Source: an optimization exercise on an open RTL-to-GDS flow (aim: small area, a short achievable clock period and few clock cycles). Production flows keep margins and buffers that such runs may drop. The RTL was checked by simulation tests, not by an equivalence proof against the original design. No activity file was given, so power comes from the tool's default toggle rates.

## booth_mul
module booth_mul (
    input             CLK ,
    input             RSTn ,
    input      [23:0] m1 ,
    input      [23:0] m2 ,
    input             BREQ ,
    output     [47:0] res ,
    output            BACK
);
Size in the first run: about 3000 cells after synthesis, ~97 flip-flops, ~100 I/O pins.
Settings: LEC_CHECK=0, CAP_MARGIN=20, CORE_MARGIN=2, CORE_UTILIZATION=40, SLEW_MARGIN=20; clock period 6.0 ns.
run.sh (not shown) runs the stock make flow with config.mk's settings and CLKGATE_MAP_FILE= SYNTH_SCRIPT=/design/flow/synth_recipe.tcl, a recipe that flattens the netlist after the stock synthesis.
Testbench counts at the start, summed over its fixed seeds: cycles 32,000.
Rerun with:
Settings changed: SETUP_SLACK_MARGIN set to 1.0.
=> The changed run produced a clean layout. Setup slack improved by 970 ps. Clock power stays flat. Sequential cell count is unchanged. Non-clock buffer count goes up by 19. Global-route usage goes up by 0.19 points. Total power goes up by 3.4%. Utilization goes up by 1.3 points.


booth_mul, a different RTL version from the one above (not shown whole).
Size: about 2,900 cells after synthesis, about 110 flip-flops, about 100 I/O pins, ~22,000 sq um of cells after synthesis.
==> flow/design.v (excerpt) <==
module booth_mul (
    input             CLK ,
    input             RSTn ,
    input      [23:0] m1 ,
    input      [23:0] m2 ,
    input             BREQ ,
    output     [47:0] res ,
    output            BACK
);
Settings: LEC_CHECK=0, ABC_AREA=1, CAP_MARGIN=20, CORE_MARGIN=2, CORE_UTILIZATION=40, SETUP_SLACK_MARGIN=1.5, SLEW_MARGIN=20; clock period 6.0 ns.
The starting point completed with no timing, DRC or antenna violations.
Testbench counts at the start, summed over its fixed seeds: cycles 32,000.
Change:
SETUP_SLACK_MARGIN = 2.0   (was 1.5)
Critical path depth went up by 5.
Sequential power stays flat.
Global-route usage is higher by 2.6 points.
Synthesized cell count is unchanged.
Final cell count rises by 2.4%.
Routed wire length is higher by 14%.
Area after synthesis stays the same.
Final area rose by 11%.
Sequential cell count does not change.
Hold slack loses 0.16 ns.


Setup of job 7523:
booth_mul, a different RTL version from the one above (not shown whole).
Size in the first run: about 1900 cells after synthesis, ~0.016 sq mm of cells after synthesis.
==> flow/config.mk <==
export PLATFORM = sky130hd
export DESIGN_NAME = booth_mul
export DESIGN_NICKNAME = booth_mul
export VERILOG_FILES = /design/flow/design.v
export SDC_FILE = /design/flow/constraint.sdc
export NUM_CORES = 4
export LEC_CHECK = 0
export ABC_AREA = 1
export CAP_MARGIN = 20
export CORE_MARGIN = 2
export CORE_UTILIZATION = 55
export SETUP_SLACK_MARGIN = 1.9
export SLEW_MARGIN = 20
==> flow/constraint.sdc <==
create_clock -name core_clock -period 6.0 [get_ports {CLK}]
set_input_delay 1.2000 -clock core_clock [delete_from_list [all_inputs] [get_ports {CLK}]]
set_output_delay 1.2000 -clock core_clock [all_outputs]
set_load 0.01 [all_outputs]
standard.sh (not shown) runs the stock make flow with config.mk's settings and CLKGATE_MAP_FILE= SYNTH_SCRIPT=/design/flow/synth_recipe.tcl, a recipe that flattens the netlist after the stock synthesis.
==> flow/flow/run.sh <==
#!/bin/bash
# The standard layout (standard.sh, which runs ORFS with the standard flow's settings), with one
# change: the ports get plain buffers (buf_2, which the resizer may size up) instead
# of the delay cells buffer_ports picks on its own.
set -euo pipefail
bash standard.sh 'BUFFER_PORTS_ARGS=-buffer_cell sky130_fd_sc_hd__buf_2' finish > standard_make.log 2>&1
Testbench counts of job 7523, summed over its fixed seeds: cycles 32,000.
The following lists how job 449 was set up differently from job 7523:
- changing SETUP_SLACK_MARGIN from 1.9 to 2.0
==> run notes <==
Compared with job 7523, number of gates given a new drive strength after cts in job 449 increased by more than a quarter.
Job 7523 completed; timing, DRC and antenna clean
Looking at the reports, job 449 completed the entire flow and the layout it produced met the timing, DRC and antenna checks.
Job 449: met1 capacity usage during global routing is 0.19 points higher than what job 7523 reported.
Job 449 — overall routing resource usage 0.93 points higher, job 7523 as reference
Relative to job 7523, count of clock-buffer cells in the layout increased by 1 in job 449.
Inputs modified between job 449 and job 2263:
==> flow/flow/run.sh <==
#!/bin/bash
# The standard layout (standard.sh, which runs ORFS with the standard flow's settings), with two
# changes: the ports get plain buffers (buf_2, which the resizer may size up) instead
# of the delay cells buffer_ports picks on its own, and after the timing repair at
# global route the resizer downsizes gates on paths that are not critical.
set -euo pipefail
bash standard.sh 'BUFFER_PORTS_ARGS=-buffer_cell sky130_fd_sc_hd__buf_2' 'RECOVER_POWER=100' finish > standard_make.log 2>&1
[summary]
Relative to job 449, cell area after layout has gone down in job 2263.
Job 449 → job 2263: total routed wire length on the met1 layer level, final hold slack level, largest fanout of any net on the critical path moved up.
Re clock group share of total power: job 449 was lower than job 2263.
Looking only at non-clock buffering overhead in the final layout, and setting everything else aside, the higher value of job 449 and job 2263 goes to job 449.
Compared with job 449, in job 2263 sequential share of power saw an increase, overall via count from detail_route saw little to no change.
Complete run, failing final checks: job 2263, reason capacitance limit, slew limit.
On post-detailed-route DRC marker count, job 449 tracks job 2263 almost exactly.
Job 2263 ended with less area growth from synthesis to layout than job 449.
First element of the critical path = u_booth.q_s719: job 449; first element of the critical path = m2[1]: job 2263
Modified inputs, job 2562 compared to job 2263
- swapping 55 for 70 in CORE_UTILIZATION
- swapping 2.0 for 1.75 in SETUP_SLACK_MARGIN
==> flow/flow/run.sh <==
#!/bin/bash
# The standard layout (standard.sh, which runs ORFS with the standard flow's settings), with one
# change: the ports get plain buffers (buf_2, which the resizer may size up) instead
# of the delay cells buffer_ports picks on its own.
set -euo pipefail
bash standard.sh 'BUFFER_PORTS_ARGS=-buffer_cell sky130_fd_sc_hd__buf_2' finish > standard_make.log 2>&1
## What came out
- Status job 2263: flow complete, layout not clean - capacitance limit, slew limit
- Job 2562: flow completed, timing, DRC and antenna clean
- Going from job 2263 to job 2562, multi-input combinational gate total shows a reduction of about 0.6%; clock network power has increased; wire length on met1 decreased 16%; worst ir drop on vdd shows an increase of about 18%; fraction of area in clock buffers and inverters now larger.
- Going from job 2263 to job 2562, area of all sequential standard cells was more or less identical, die area decreased about 20%, worst setup slack has increased, total power lost 0.53 mW.
- Reported for job 2562 and job 2263, remaining global-route overflow turned out identical to the last digit.
- Wire length of the first global-routing pass of job 2562 falls short of that of job 2263 by a few percent.
Input-level comparison between job 4082 and job 2562:
- a change of SETUP_SLACK_MARGIN from 1.75 to 1.5
- a change of CORE_UTILIZATION from 70 to 55
==> flow/run.sh (new file) <==
#!/bin/bash
# synth_recipe.tcl (not shown) runs the flow's synth.tcl, then flattens the netlist and writes it again
# the make line also repeats each setting of config.mk as NAME=value (left out here)
make -C /OpenROAD-flow-scripts/flow DESIGN_CONFIG=/design/flow/config.mk WORK_HOME=/design/flow/orfs CLKGATE_MAP_FILE= SYNTH_SCRIPT=/design/flow/synth_recipe.tcl finish
removed: flow/flow/run.sh
removed: flow/standard.sh
Result: PASS for each of job 2562 and job 4082. Compared to job 2562, job 4082 has share of power burned in the clock network 1.1 points lower. Changes observed in job 4082 relative to job 2562: power per cell area went up by 29 mW/mm^2; total wire length now larger. Via count of the first global-routing pass went down by a few percent going from job 2562 to job 4082. In job 4082 the clock buffer count in the final layout turned out 2 lower than in job 2562. [job 4082 vs job 2562] first-pass GRT wire length: higher in job 4082.

## port drivers added, routing unchanged
The results above use ideal ports. As a check the final layouts listed here were re-extracted and re-timed, cells and wires unchanged. Step 1 sets driving cells, clkbuf_16 on the clock port and buf_2 on the other inputs (assumed; they add their load-dependent delay and slew). Step 2 moves the port delays by t, midway between the first and last clock arrival at a register: inputs arrive t later, outputs are due t later. That takes back most of the time a late clock gives input paths. a / b / c = ideal / step 1 / step 2; a / b = the first two.
run | shift t [ns] | slack for setup (ns) | clock arrival spread, ns
the first run of note 1 | 0.392 | 0.118 / 0.071 / 0.428 | 0.013 / 0.014
the second run of note 1 | 0.393 | 1.083 / 1.039 / 0.732 | 0.014 / 0.013
the first run of note 2 | 0.476 | 1.580 / 1.521 / 1.146 | 0.010 / 0.011
the second run of note 2 | 0.461 | 1.896 / 1.798 / 1.337 | 0.016 / 0.016
job 7523 | 0.421 | 1.885 / 1.833 / 1.502 | 0.009 / 0.009
job 449 | 0.424 | 1.872 / 1.817 / 1.526 | 0.013 / 0.013
job 2263 | 0.425 | 0.973 / 1.003 / 0.578 | 0.013 / 0.014
job 2562 | 0.422 | 1.805 / 1.753 / 1.424 | 0.013 / 0.014
job 4082 | 0.419 | 1.524 / 1.558 / 1.138 | 0.022 / 0.021
For the second run of note 2, which loses most, drivers alone change the setup slack by -0.098 ns; drivers and shift together by -0.559 ns.
